Context: an optimization exercise on an open-source flow, tuned for small area. The choices shown serve that exercise and are no tape-out recipe.
Only simulation tests tie the RTL to the original design; equivalence was not proved.
Power is estimated from default activity; no workload was simulated.

==> trial 13 <==
==> flow/design.v <==
module alu_6_bit(
  input         CLK_I,
  input         RST_N_I,
  input  [5:0]  DATA_IN_1_I,
  input  [5:0]  DATA_IN_2_I,
  input  [5:0]  CONTROL_I,
  input         EN_I,
  output [11:0] DATA_OUT_O,
  output        DONE_O,
  output        BUSY_O
);
reg  [2:0]  st_r;
reg         pre_en_r;
reg  [11:0] res_r;
reg  [11:0] data_out_r;
wire [5:0] a = DATA_IN_1_I;
wire [5:0] b = DATA_IN_2_I;
wire [5:0] c = CONTROL_I;
wire idle  = ~st_r[2] | (st_r[1] & st_r[0]);
wire sel   = st_r[2] & ~st_r[1];
wire exec  = st_r[2] & st_r[1] & ~st_r[0];
wire start = idle & EN_I & ~pre_en_r;
wire valid = (c[5:4] == 2'b00) && (c[3:0] != 4'd0) && (c[3:0] <= 4'd12);
wire op_add = c[3:0] == 4'd1;
wire op_sub = c[3:0] == 4'd2;
wire op_mul = c[3:0] == 4'd3;
wire op_div = c[3:0] == 4'd4;
wire op_and = c[3:0] == 4'd5;
wire op_or  = c[3:0] == 4'd6;
wire op_not = c[3:0] == 4'd7;
wire op_xor = c[3:0] == 4'd8;
wire op_shl = c[3:0] == 4'd9;
wire op_shr = c[3:0] == 4'd10;
wire op_rr  = c[3:0] == 4'd11;
wire op_rl  = c[3:0] == 4'd12;
wire op_sh  = op_shl | op_shr | op_rr | op_rl;
wire [2:0] bm6 = b % 6'd6;
wire       left = op_shl | op_rl;
wire [2:0] ramt = op_sh & ~op_rr & ~op_rl & (b >= 6'd6) ? 3'd7 : (op_shl | op_shr) ? b[2:0] : bm6;
wire [2:0] damt = left ? ramt : ((ramt == 3'd0) ? 3'd0 : 3'd6 - ramt);
wire [5:0] onehot = (ramt == 3'd7) ? 6'd0 : (6'd1 << damt);
wire       op_as = op_add | op_sub;
wire [5:0] m = op_sh ? onehot : op_as ? 6'd1 : b;
wire [5:0] bx = b ^ {6{op_sub}};
wire       c0 = op_as & (op_sub ? (a[0] | ~b[0]) : (a[0] & b[0]));
wire [5:0] pp [0:5];
wire [5:0] s  [0:5];
wire [5:0] cc [0:5];
wire [11:0] p;
genvar i, j;
generate
  for (i = 0; i < 6; i = i + 1) begin : g_pp
    for (j = 0; j < 6; j = j + 1) begin : g_pj
      if (i == 1 && j < 5) begin : g_as
        assign pp[i][j] = (a[j] & m[i]) | (bx[j+1] & op_as);
      end else if (i == 0 && j == 0) begin : g_b0
        assign pp[i][j] = (a[j] & m[i]) ^ (b[0] & op_as);
      end else begin : g_mul
        assign pp[i][j] = a[j] & m[i];
      end
    end
  end
  assign s[0]  = pp[0];
  assign cc[0] = {5'd0, c0};
  for (i = 1; i < 6; i = i + 1) begin : g_row
    for (j = 0; j < 6; j = j + 1) begin : g_col
      wire x = pp[i][j];
      wire y = (j < 5) ? s[i-1][j+1] : 1'b0;
      wire z = cc[i-1][j];
      assign s[i][j]  = x ^ y ^ z;
      assign cc[i][j] = (x & y) | (z & (x ^ y));
    end
  end
  for (i = 0; i < 6; i = i + 1) begin : g_lo
    assign p[i] = s[i][0];
  end
endgenerate
wire [5:0] fc;
assign fc[0] = 1'b0;
generate
  for (j = 0; j < 5; j = j + 1) begin : g_fin
    wire x = s[5][j+1];
    wire z = cc[5][j];
    assign p[6+j]  = x ^ z ^ fc[j];
    assign fc[j+1] = (x & z) | (fc[j] & (x ^ z));
  end
endgenerate
assign p[11] = fc[5] ^ cc[5][5];
wire [5:0] q;
wire [5:0] bz;    
assign bz[0] = 1'b1;
generate
  for (i = 1; i < 6; i = i + 1) begin : g_bz
    assign bz[i] = bz[i-1] & ~b[6-i];
  end
endgenerate
wire [5:0] rm [0:6];
assign rm[6] = 6'd0;
generate
  for (i = 5; i >= 0; i = i - 1) begin : g_div
    localparam integer W = 6 - i;           
    wire [W-1:0] r = {rm[i+1][W-2 >= 0 ? W-2 : 0:0], a[i]};
    wire [W:0]   bw;                       
    wire [W-1:0] d;
    assign bw[0] = 1'b0;
    for (j = 0; j < W; j = j + 1) begin : g_b
      assign d[j]    = r[j] ^ b[j] ^ bw[j];
      assign bw[j+1] = (~r[j] & b[j]) | (bw[j] & ~(r[j] ^ b[j]));
    end
    assign q[i] = bz[W-1 < 5 ? 6 - W : 0] & ~bw[W];
    if (W < 6) begin : g_r
      wire [W-1:0] nr = q[i] ? d : r;
      assign rm[i] = {{(6-W){1'b0}}, nr};
    end else begin : g_r0
      assign rm[i] = 6'd0;
    end
  end
endgenerate
wire ld = ~sel;
wire k_and = (op_and | op_or) & ld;
wire k_xor = (op_or | op_xor) & ld;
wire k_not = op_not & ld;
wire e_lo  = (op_mul | op_as | op_shl | op_rr | op_rl | (op_shr & (b == 6'd0))) & ld;
wire e_hi  = (op_shr | op_rr | op_rl) & ld;
wire e_div = op_div & ld;
wire e_mul = (op_mul | op_add) & ld;
wire e_up  = op_mul & ld;
wire fill  = k_not | (op_sub & ld & ~p[6]);
wire [5:0] logic_r = (a & b & {6{k_and}}) | ((a ^ b) & {6{k_xor}}) | (~a & {6{k_not}});
wire [11:0] alu;
wire [11:0] hold = res_r & {12{sel}};
assign alu[5:0]  = (p[5:0] & {6{e_lo}}) | (p[11:6] & {6{e_hi}}) |
                   (q & {6{e_div}}) | logic_r | hold[5:0];
assign alu[6]    = (p[6] & e_mul) | fill | hold[6];
assign alu[11:7] = (p[11:7] & {5{e_up}}) | {5{fill}} | hold[11:7];
always @(posedge CLK_I) begin
  pre_en_r <= RST_N_I & EN_I;
  res_r <= alu;
  if (~RST_N_I)
    st_r <= 3'b000;
  else if (start)
    st_r <= {2'b10, ~valid};
  else if (sel)
    st_r <= {2'b11, st_r[0]};
  else
    st_r <= 3'b001;
  if (~RST_N_I | (idle & ~start))
    data_out_r <= 12'd0;
  else if (exec)
    data_out_r <= res_r;
end
assign DATA_OUT_O = data_out_r;
assign BUSY_O     = st_r[2];
assign DONE_O     = ~st_r[2] & st_r[0];
endmodule
==> flow/flow/run.sh <==
#!/bin/bash
# Layout flow: the standard synthesis, then the combinational cells are
# re-mapped for area with yosys/abc (registers and adder cells are kept with
# their names and cell types) and the result is proven equivalent to the
# standard netlist, then the standard layout from floorplan on, with plain
# buffers (buf_1) on the ports. Each tool's output goes to its own log file in
# this folder.
set -euo pipefail
here=$(pwd)
export BUFFER_PORTS_ARGS="-buffer_cell sky130_fd_sc_hd__buf_1"
export CTS_ARGS="-root_buf sky130_fd_sc_hd__clkbuf_16 -buf_list sky130_fd_sc_hd__clkbuf_16 -dont_use_dummy_load -sink_clustering_enable -sink_clustering_size 40 -sink_clustering_max_diameter 300 -sink_buffer_max_cap_derate 1.0 -repair_clock_nets"
bash standard.sh synth > log_synth.txt 2>&1

res=$(ls -d "$here"/orfs/results/*/alu_6_bit/base)
lib=$FLOW_HOME/platforms/$FLOW_PLATFORM/lib/sky130_fd_sc_hd__tt_025C_1v80.lib
cp "$res/1_2_yosys.v" "$here/std_1_2_yosys.v"
python3 "$here/flow/mkmap.py" "$lib" "$here/comb_map.v" > log_mkmap.txt 2>&1
dontuse=$(sed -n '/DONT_USE_CELLS/,/^$/p' "$FLOW_HOME/platforms/$FLOW_PLATFORM/config.mk" | grep -o 'sky130_fd_sc_hd__[a-z0-9_]*' | sed 's/^/-dont_use /' | tr '\n' ' ')
for f in resyn equiv; do
  sed -e "s|{LIB}|$lib|g" -e "s|{NET}|$here/std_1_2_yosys.v|" -e "s|{TOP}|$FLOW_TOP|g" \
      -e "s|{MAP}|$here/comb_map.v|" -e "s|{SEQ}|$here/flow/cells_seq.v|" -e "s|{DONTUSE}|$dontuse|" \
      -e "s|{ABC}|$here/flow/resyn.abc|" -e "s|{STAT}|$here/resyn_stat.txt|" \
      -e "s|{OUT}|$here/resyn_1_2_yosys.v|" "$here/flow/$f.ys" > "$here/${f}_run.ys"
done
if yosys -s "$here/resyn_run.ys" > log_resyn.txt 2>&1 && [[ -s "$here/resyn_1_2_yosys.v" ]] &&
   timeout 1200 yosys -s "$here/equiv_run.ys" > log_equiv.txt 2>&1; then
  cp "$here/resyn_1_2_yosys.v" "$res/1_2_yosys.v"
  rm -f "$res/1_synth.odb" "$res/1_synth.sdc"
  echo "re-mapped netlist proven equivalent and used" > log_choice.txt
else
  echo "re-mapping failed or not proven, keeping the standard netlist" > log_choice.txt
fi
bash standard.sh > log_layout.txt 2>&1
==> flow/flow/cells_seq.v <==
(* techmap_celltype = "sky130_fd_sc_hd__fa_1" *)
module _tm_fa(A, B, CIN, COUT, SUM); input A, B, CIN; output COUT, SUM;
assign SUM = A ^ B ^ CIN; assign COUT = (A & B) | (CIN & (A ^ B)); endmodule
(* techmap_celltype = "sky130_fd_sc_hd__ha_1" *)
module _tm_ha(A, B, COUT, SUM); input A, B; output COUT, SUM;
assign SUM = A ^ B; assign COUT = A & B; endmodule
(* techmap_celltype = "sky130_fd_sc_hd__conb_1" *)
module _tm_conb(HI, LO); output HI, LO; assign HI = 1'b1; assign LO = 1'b0; endmodule
(* techmap_celltype = "sky130_fd_sc_hd__dfxtp_1" *)
module _tm_dfxtp(CLK, D, Q); input CLK, D; output reg Q; always @(posedge CLK) Q <= D; endmodule
(* techmap_celltype = "sky130_fd_sc_hd__edfxtp_1" *)
module _tm_edfxtp(CLK, D, DE, Q); input CLK, D, DE; output reg Q; always @(posedge CLK) if (DE) Q <= D; endmodule
==> flow/flow/equiv.ys <==
# Proves the re-mapped netlist equivalent to the standard synthesis's netlist,
# with the registers paired by name.
read_liberty -lib {LIB}
read_verilog {NET}
rename {TOP} gold
read_verilog {OUT}
rename {TOP} gate
techmap -autoproc -map {MAP} -map {SEQ}
opt_clean
techmap
opt_clean
equiv_make gold gate equiv
hierarchy -top equiv
equiv_simple -seq 2
equiv_induct
equiv_status -assert
==> flow/flow/mkmap.py <==
# Writes a yosys techmap file that turns each single-output combinational cell
# of the liberty file (except the adder cells) back into its boolean function.
import re, sys
lib, out = sys.argv[1], sys.argv[2]
t = open(lib).read()
starts = [(m.group(1), m.end()) for m in re.finditer(r'\n\s*cell\s*\(\s*"?(\w+)"?\s*\)\s*\{', t)]
mods = []
for i, (name, st) in enumerate(starts):
    en = starts[i + 1][1] if i + 1 < len(starts) else len(t)
    body = t[st:en]
    if re.search(r'\b(ff|latch|statetable)\s*\(', body) or '__fa_' in name or '__ha_' in name:
        continue
    ins, outs = [], []
    for pn, pb in re.findall(r'pin\s*\(\s*"?(\w+)"?\s*\)\s*\{(.*?)\n\s{8}\}', body, re.S):
        d = re.search(r'direction\s*:\s*"?(\w+)"?', pb)
        if not d:
            continue
        if d.group(1) == 'input':
            ins.append(pn)
        elif d.group(1) == 'output':
            f = re.search(r'function\s*:\s*"([^"]*)"', pb)
            if f:
                outs.append((pn, f.group(1)))
    if len(outs) != 1:
        continue
    o, f = outs[0]
    f = f.replace('!', '~').replace('*', '&').replace('+', '|')
    mods.append('(* techmap_celltype = "%s" *)\nmodule _tm_%s(%s);\n%s\noutput %s;\nassign %s = %s;\nendmodule\n'
                % (name, name, ', '.join(ins + [o]), '\n'.join('input %s;' % x for x in ins), o, o, f))
open(out, 'w').write('\n'.join(mods))
==> flow/flow/resyn.abc <==
strash
&get -n
&deepsyn -T 60
&put
dch
map -a
mfs2
strash
dch
map -a
topo
==> flow/flow/resyn.ys <==
# Re-maps the combinational cells of the standard synthesis for area. The
# flip-flops and the adder cells stay as they are, with their names.
read_liberty -lib {LIB}
read_verilog -defer {NET}
hierarchy -top {TOP}
techmap -map {MAP}
techmap
opt
abc -liberty {LIB} {DONTUSE} -script {ABC}
opt_clean -purge
hilomap -singleton -hicell sky130_fd_sc_hd__conb_1 HI -locell sky130_fd_sc_hd__conb_1 LO
rename -enumerate -pattern _rs%_
check -assert -mapped
tee -o {STAT} stat -liberty {LIB}
write_verilog -noattr -nohex -nodec {OUT}
==> flow/standard.sh <==
#!/bin/bash
# synth_recipe.tcl (not shown) runs the flow's synth.tcl, then flattens the netlist and writes it again
# the make line also repeats each setting of config.mk as NAME=value (left out here)
make -C /OpenROAD-flow-scripts/flow DESIGN_CONFIG=/design/flow/config.mk WORK_HOME=/design/flow/orfs CLKGATE_MAP_FILE= SYNTH_SCRIPT=/design/flow/synth_recipe.tcl "${@:-finish}"
==> flow/config.mk <==
export PLATFORM = sky130hd
export DESIGN_NAME = alu_6_bit
export DESIGN_NICKNAME = alu_6_bit
export VERILOG_FILES = /design/flow/design.v
export SDC_FILE = /design/flow/constraint.sdc
export NUM_CORES = 4
export LEC_CHECK = 0
export ABC_AREA = 1
export CAP_MARGIN = 0
export CORE_MARGIN = 2
export CORE_UTILIZATION = 40
export GPL_TIMING_DRIVEN = 0
export SLEW_MARGIN = 0
==> flow/constraint.sdc <==
create_clock -name core_clock -period 10.0 [get_ports {CLK_I}]
set_input_delay 2.0000 -clock core_clock [delete_from_list [all_inputs] [get_ports {CLK_I}]]
set_output_delay 2.0000 -clock core_clock [all_outputs]
set_load 0.01 [all_outputs]
==> trial 31 (differences from trial 13) <==
==> flow/design.v, changed modules only <==
module alu_6_bit(
  input         CLK_I,
  input         RST_N_I,
  input  [5:0]  DATA_IN_1_I,
  input  [5:0]  DATA_IN_2_I,
  input  [5:0]  CONTROL_I,
  input         EN_I,
  output [11:0] DATA_OUT_O,
  output        DONE_O,
  output        BUSY_O
);
reg  [2:0]  st_r;
reg         pre_en_r;
reg  [11:0] res_r;
reg  [11:0] data_out_r;
wire [5:0] a = DATA_IN_1_I;
wire [5:0] b = DATA_IN_2_I;
wire [5:0] c = CONTROL_I;
wire idle  = ~st_r[2] | (st_r[1] & st_r[0]);
wire sel   = st_r[2] & ~st_r[1];
wire exec  = st_r[2] & st_r[1] & ~st_r[0];
wire start = idle & EN_I & ~pre_en_r;
wire valid = (c[5:4] == 2'b00) && (c[3:0] != 4'd0) && (c[3:0] <= 4'd12);
wire op_add = c[3:0] == 4'd1;
wire op_sub = c[3:0] == 4'd2;
wire op_mul = c[3:0] == 4'd3;
wire op_div = c[3:0] == 4'd4;
wire op_and = c[3:0] == 4'd5;
wire op_or  = c[3:0] == 4'd6;
wire op_not = c[3:0] == 4'd7;
wire op_xor = c[3:0] == 4'd8;
wire op_shl = c[3:0] == 4'd9;
wire op_shr = c[3:0] == 4'd10;
wire op_rr  = c[3:0] == 4'd11;
wire op_rl  = c[3:0] == 4'd12;
wire op_sh  = op_shl | op_shr | op_rr | op_rl;
wire [2:0] bm6 = b % 6'd6;
wire       left = op_shl | op_rl;
wire [2:0] ramt = op_sh & ~op_rr & ~op_rl & (b >= 6'd6) ? 3'd7 : (op_shl | op_shr) ? b[2:0] : bm6;
wire [2:0] damt = left ? ramt : ((ramt == 3'd0) ? 3'd0 : 3'd6 - ramt);
wire [5:0] onehot = (ramt == 3'd7) ? 6'd0 : (6'd1 << damt);
wire       op_as = op_add | op_sub;
wire       op_lg = op_and | op_or | op_xor;
wire       inj   = op_as | op_lg;
wire [5:0] m = op_sh ? onehot : inj ? 6'd1 : b;
wire [5:0] bx = b ^ {6{op_sub}};
wire       c0 = op_as & (op_sub ? (a[0] | ~b[0]) : (a[0] & b[0]));
wire [5:0] pp [0:5];
wire [5:0] s  [0:5];
wire [5:0] cc [0:5];
wire [11:0] p;
genvar i, j;
generate
  for (i = 0; i < 6; i = i + 1) begin : g_pp
    for (j = 0; j < 6; j = j + 1) begin : g_pj
      if (i == 1 && j < 5) begin : g_as
        assign pp[i][j] = (a[j] & m[i]) | (bx[j+1] & inj);
      end else if (i == 0 && j == 0) begin : g_b0
        assign pp[i][j] = (a[j] & m[i]) ^ (b[0] & inj);
      end else begin : g_mul
        assign pp[i][j] = a[j] & m[i];
      end
    end
  end
  assign s[0]  = pp[0];
  assign cc[0] = {5'd0, c0};
  for (i = 1; i < 6; i = i + 1) begin : g_row
    for (j = 0; j < 6; j = j + 1) begin : g_col
      wire x = pp[i][j];
      wire y = (j < 5) ? s[i-1][j+1] : 1'b0;
      wire z = cc[i-1][j];
      assign s[i][j]  = x ^ y ^ z;
      assign cc[i][j] = (x & y) | (z & (x ^ y));
    end
  end
  for (i = 0; i < 6; i = i + 1) begin : g_lo
    assign p[i] = s[i][0];
  end
endgenerate
wire [5:0] fc;
assign fc[0] = 1'b0;
generate
  for (j = 0; j < 5; j = j + 1) begin : g_fin
    wire x = s[5][j+1];
    wire z = cc[5][j];
    assign p[6+j]  = x ^ z ^ fc[j];
    assign fc[j+1] = (x & z) | (fc[j] & (x ^ z));
  end
endgenerate
assign p[11] = fc[5] ^ cc[5][5];
wire [5:0] q;
wire [5:0] bz;    
assign bz[0] = 1'b1;
generate
  for (i = 1; i < 6; i = i + 1) begin : g_bz
    assign bz[i] = bz[i-1] & ~b[6-i];
  end
endgenerate
wire [5:0] rm [0:6];
assign rm[6] = 6'd0;
generate
  for (i = 5; i >= 0; i = i - 1) begin : g_div
    localparam integer W = 6 - i;           
    wire [W-1:0] r = {rm[i+1][W-2 >= 0 ? W-2 : 0:0], a[i]};
    wire [W:0]   bw;                       
    wire [W-1:0] d;
    assign bw[0] = 1'b0;
    for (j = 0; j < W; j = j + 1) begin : g_b
      assign d[j]    = r[j] ^ b[j] ^ bw[j];
      assign bw[j+1] = (~r[j] & b[j]) | (bw[j] & ~(r[j] ^ b[j]));
    end
    assign q[i] = bz[W-1 < 5 ? 6 - W : 0] & ~bw[W];
    if (W < 6) begin : g_r
      wire [W-1:0] nr = r ^ ({W{q[i]}} & (b[W-1:0] ^ bw[W-1:0]));
      assign rm[i] = {{(6-W){1'b0}}, nr};
    end else begin : g_r0
      assign rm[i] = 6'd0;
    end
  end
endgenerate
wire ld = ~sel;
wire k_and = (op_and | op_or) & ld;
wire k_xor = (op_or | op_xor) & ld;
wire k_not = op_not & ld;
wire e_lo  = (op_mul | op_as | op_shl | op_rr | op_rl | (op_shr & (b == 6'd0))) & ld;
wire e_hi  = (op_shr | op_rr | op_rl) & ld;
wire e_div = op_div & ld;
wire e_mul = (op_mul | op_add) & ld;
wire e_up  = op_mul & ld;
wire fill  = k_not | (op_sub & ld & ~p[6]);
wire [5:0] xor_v = {s[1][4:0], p[0]};
wire [5:0] and_v = {cc[1][4:0], a[0] & b[0]};
wire [5:0] logic_r = (and_v & {6{k_and}}) | (xor_v & {6{k_xor}}) | (~a & {6{k_not}});
wire [11:0] alu;
wire [11:0] hold = res_r & {12{sel}};
assign alu[5:0]  = (p[5:0] & {6{e_lo}}) | (p[11:6] & {6{e_hi}}) |
                   (q & {6{e_div}}) | logic_r | hold[5:0];
assign alu[6]    = (p[6] & e_mul) | fill | hold[6];
assign alu[11:7] = (p[11:7] & {5{e_up}}) | {5{fill}} | hold[11:7];
always @(posedge CLK_I) begin
  pre_en_r <= RST_N_I & EN_I;
  res_r <= alu;
  if (~RST_N_I)
    st_r <= 3'b000;
  else if (start)
    st_r <= {2'b10, ~valid};
  else if (sel)
    st_r <= {2'b11, st_r[0]};
  else
    st_r <= 3'b001;
  data_out_r <= (res_r & {12{RST_N_I & exec}}) | (data_out_r & {12{RST_N_I & (sel | start)}});
end
assign DATA_OUT_O = data_out_r;
assign BUSY_O     = st_r[2];
assign DONE_O     = ~st_r[2] & st_r[0];
endmodule
==> flow/flow/run.sh (replaced) <==
#!/bin/bash
# Layout flow: the standard synthesis; then the combinational cells are
# re-mapped for area with yosys/abc in a few variants (registers keep their
# cells and names), the smallest variant is proven equivalent to the standard
# netlist and replaces it; then the standard layout from floorplan on,
# with plain buffers (buf_1) on the ports and a clock tree without dummy
# loads. Each tool's output goes to its own log file in this folder.
set -euo pipefail
here=$(pwd)
export BUFFER_PORTS_ARGS="-buffer_cell sky130_fd_sc_hd__buf_1"
export CTS_ARGS="-root_buf sky130_fd_sc_hd__clkbuf_8 -buf_list sky130_fd_sc_hd__clkbuf_8 -dont_use_dummy_load -repair_clock_nets"
bash standard.sh synth > log_synth.txt 2>&1

res=$(ls -d "$here"/orfs/results/*/alu_6_bit/base)
lib=$FLOW_HOME/platforms/$FLOW_PLATFORM/lib/sky130_fd_sc_hd__tt_025C_1v80.lib
cp "$res/1_2_yosys.v" "$here/std_1_2_yosys.v"
python3 "$here/flow/mkmap.py" "$lib" "$here/comb_map.v" > log_mkmap.txt 2>&1
dontuse=$(sed -n '/DONT_USE_CELLS/,/^$/p' "$FLOW_HOME/platforms/$FLOW_PLATFORM/config.mk" | grep -o 'sky130_fd_sc_hd__[a-z0-9_]*' | sed 's/^/-dont_use /' | tr '\n' ' ')
fill() {  # fill TEMPLATE OUT VARIANT EXTRAMAP
  sed -e "s|{LIB}|$lib|g" -e "s|{NET}|$here/std_1_2_yosys.v|" -e "s|{TOP}|$FLOW_TOP|g" \
      -e "s|{MAP}|$here/comb_map.v|" -e "s|{EXTRAMAP}|$4|" -e "s|{SEQ}|$here/flow/cells_seq.v|" \
      -e "s|{DONTUSE}|$dontuse|" -e "s|{ABC}|$here/flow/resyn.abc|" \
      -e "s|{STAT}|$here/resyn_$3_stat.txt|" -e "s|{OUT}|$here/resyn_$3.v|" "$1" > "$2"
}
fill "$here/flow/resyn.ys" "$here/resyn_keep.ys" keep ""
fill "$here/flow/resyn.ys" "$here/resyn_ha.ys" ha "-map $here/flow/cells_ha.v"
fill "$here/flow/resyn.ys" "$here/resyn_all.ys" all "-map $here/flow/cells_adders.v"
for v in keep ha all; do
  ( yosys -s "$here/resyn_$v.ys" > "log_resyn_$v.txt" 2>&1 || rm -f "$here/resyn_$v.v" ) &
done
wait
best=""; best_area=""
for v in keep ha all; do
  [[ -s "$here/resyn_$v.v" && -s "$here/resyn_${v}_stat.txt" ]] || continue
  a=$(grep 'Chip area' "$here/resyn_${v}_stat.txt" | awk '{print $NF}')
  echo "$v $a" >> log_choice.txt
  if [[ -z "$best" ]] || awk -v x="$a" -v y="$best_area" 'BEGIN{exit !(x<y)}'; then best=$v; best_area=$a; fi
done
if [[ -n "$best" ]]; then
  fill "$here/flow/equiv.ys" "$here/equiv_run.ys" "$best" ""
  if timeout 1200 yosys -s "$here/equiv_run.ys" > log_equiv.txt 2>&1; then
    cp "$here/resyn_$best.v" "$res/1_2_yosys.v"
    rm -f "$res/1_synth.odb" "$res/1_synth.sdc"
    echo "used $best ($best_area), proven equivalent" >> log_choice.txt
  else
    echo "$best not proven equivalent, keeping the standard netlist" >> log_choice.txt
  fi
else
  echo "re-mapping failed, keeping the standard netlist" >> log_choice.txt
fi
bash standard.sh > log_layout.txt 2>&1
==> flow/flow/cells_adders.v (new file) <==
(* techmap_celltype = "sky130_fd_sc_hd__fa_1" *)
module _tm_fa(A, B, CIN, COUT, SUM); input A, B, CIN; output COUT, SUM;
assign SUM = A ^ B ^ CIN; assign COUT = (A & B) | (CIN & (A ^ B)); endmodule
(* techmap_celltype = "sky130_fd_sc_hd__ha_1" *)
module _tm_ha(A, B, COUT, SUM); input A, B; output COUT, SUM;
assign SUM = A ^ B; assign COUT = A & B; endmodule
==> flow/flow/cells_ha.v (new file) <==
(* techmap_celltype = "sky130_fd_sc_hd__ha_1" *)
module _tm_ha(A, B, COUT, SUM); input A, B; output COUT, SUM;
assign SUM = A ^ B; assign COUT = A & B; endmodule
--- a/flow/flow/resyn.ys
+++ b/flow/flow/resyn.ys
@@ -1,9 +1,10 @@
 # Re-maps the combinational cells of the standard synthesis for area. The
-# flip-flops and the adder cells stay as they are, with their names.
+# flip-flops keep their cells and names; {EXTRAMAP} maps the adder cells
+# that are turned into plain logic too (the others are kept).
 read_liberty -lib {LIB}
 read_verilog -defer {NET}
 hierarchy -top {TOP}
-techmap -map {MAP}
+techmap -map {MAP} {EXTRAMAP}
 techmap
 opt
 abc -liberty {LIB} {DONTUSE} -script {ABC}
--- a/flow/config.mk
+++ b/flow/config.mk
@@ -8,6 +8,6 @@
 export ABC_AREA = 1
 export CAP_MARGIN = 0
 export CORE_MARGIN = 2
-export CORE_UTILIZATION = 40
+export CORE_UTILIZATION = 65
 export GPL_TIMING_DRIVEN = 0
 export SLEW_MARGIN = 0
==> comparison table <==
Run status: trial 31 finished clean; trial 13 finished clean
Sequential share of power: trial 31 34.8%; trial 13 31.8%
Total Power Consumption: trial 31 0.000388 W; trial 13 0.000423 W
Pwr per Cell Area: trial 31 134 nW/um^2; trial 13 126 nW/um^2
Seq/total area: trial 31 19.4%; trial 13 16.7%
Proportion of layout cells with a drive suffix above 1: trial 31 0.937%; trial 13 6.56%
Number of signal-net inverters in the final layout: trial 31 73; trial 13 74
Met3 routing resource usage after global routing: trial 31 1.15%; trial 13 0.914%
Count of cells resized by post-cts repair: trial 31 0; trial 13 5
Die span in x: trial 31 67.9 um; trial 13 89.6 um
Cell Area, Synth: trial 31 2650 um^2; trial 13 2930 um^2
Largest net degree at the start of global routing: trial 31 17; trial 13 16
Global-route usage over all layers: trial 31 32.9%; trial 13 20.2%
Routed wirelength normalized by instance count: trial 31 14.0 um; trial 13 14.3 um
CORE AREA: trial 31 3970 um^2; trial 13 7180 um^2
Endpoint of the worst register-to-register path: trial 31 data_out_r[3]$_DFF_P_; trial 13 data_out_r[5]$_SDFFE_PP0P_
Setup slack on the worst flop-to-flop path: trial 31 7.34 ns; trial 13 7.39 ns
Peak ir drop on the vdd network: trial 31 0.0000708 V; trial 13 0.0000500 V
Initial DRT Pass Iterations: trial 31 5; trial 13 4
Non-clock buffers: trial 31 34; trial 13 41
Synthesized netlist net count: trial 31 436; trial 13 460
Timing startpoint of the critical path: trial 31 CONTROL_I[1]; trial 13 DATA_IN_1_I[5]
Met3 Routed Length: trial 31 510 um; trial 13 326 um
Net switching share of the total power: trial 31 41.7%; trial 13 38.7%
HPWL after detailed placement: trial 31 5600 um; trial 13 6210 um
Final cell count without fillers: trial 31 477; trial 13 526

-- separate check: timing with driven ports --
In the flow no input, the clock included, has a driving cell. The finished layouts below were timed again as built, in two steps. Step 1, drivers: a clkbuf_16 drives CLK_I and a buf_2 each remaining input, both assumed. Step 2 moves the port delays by t, midway between the first and last clock arrival at a register: inputs arrive t later, outputs are due t later. That takes back most of the time a late clock gives input paths. a / b / c = no drivers / after step 1 / after step 2; a / b = the first two.
run	t (ns)	setup slack, ns	pins driven straight from the clock port
trial 13	0.283	0.460 / 0.462 / 0.178	1
trial 31	0.285	1.123 / 1.121 / 0.836	1
After both steps setup and hold are still met in every run listed. For trial 31, which loses most, drivers alone change the setup slack by -0.002 ns; drivers and shift together by -0.287 ns.
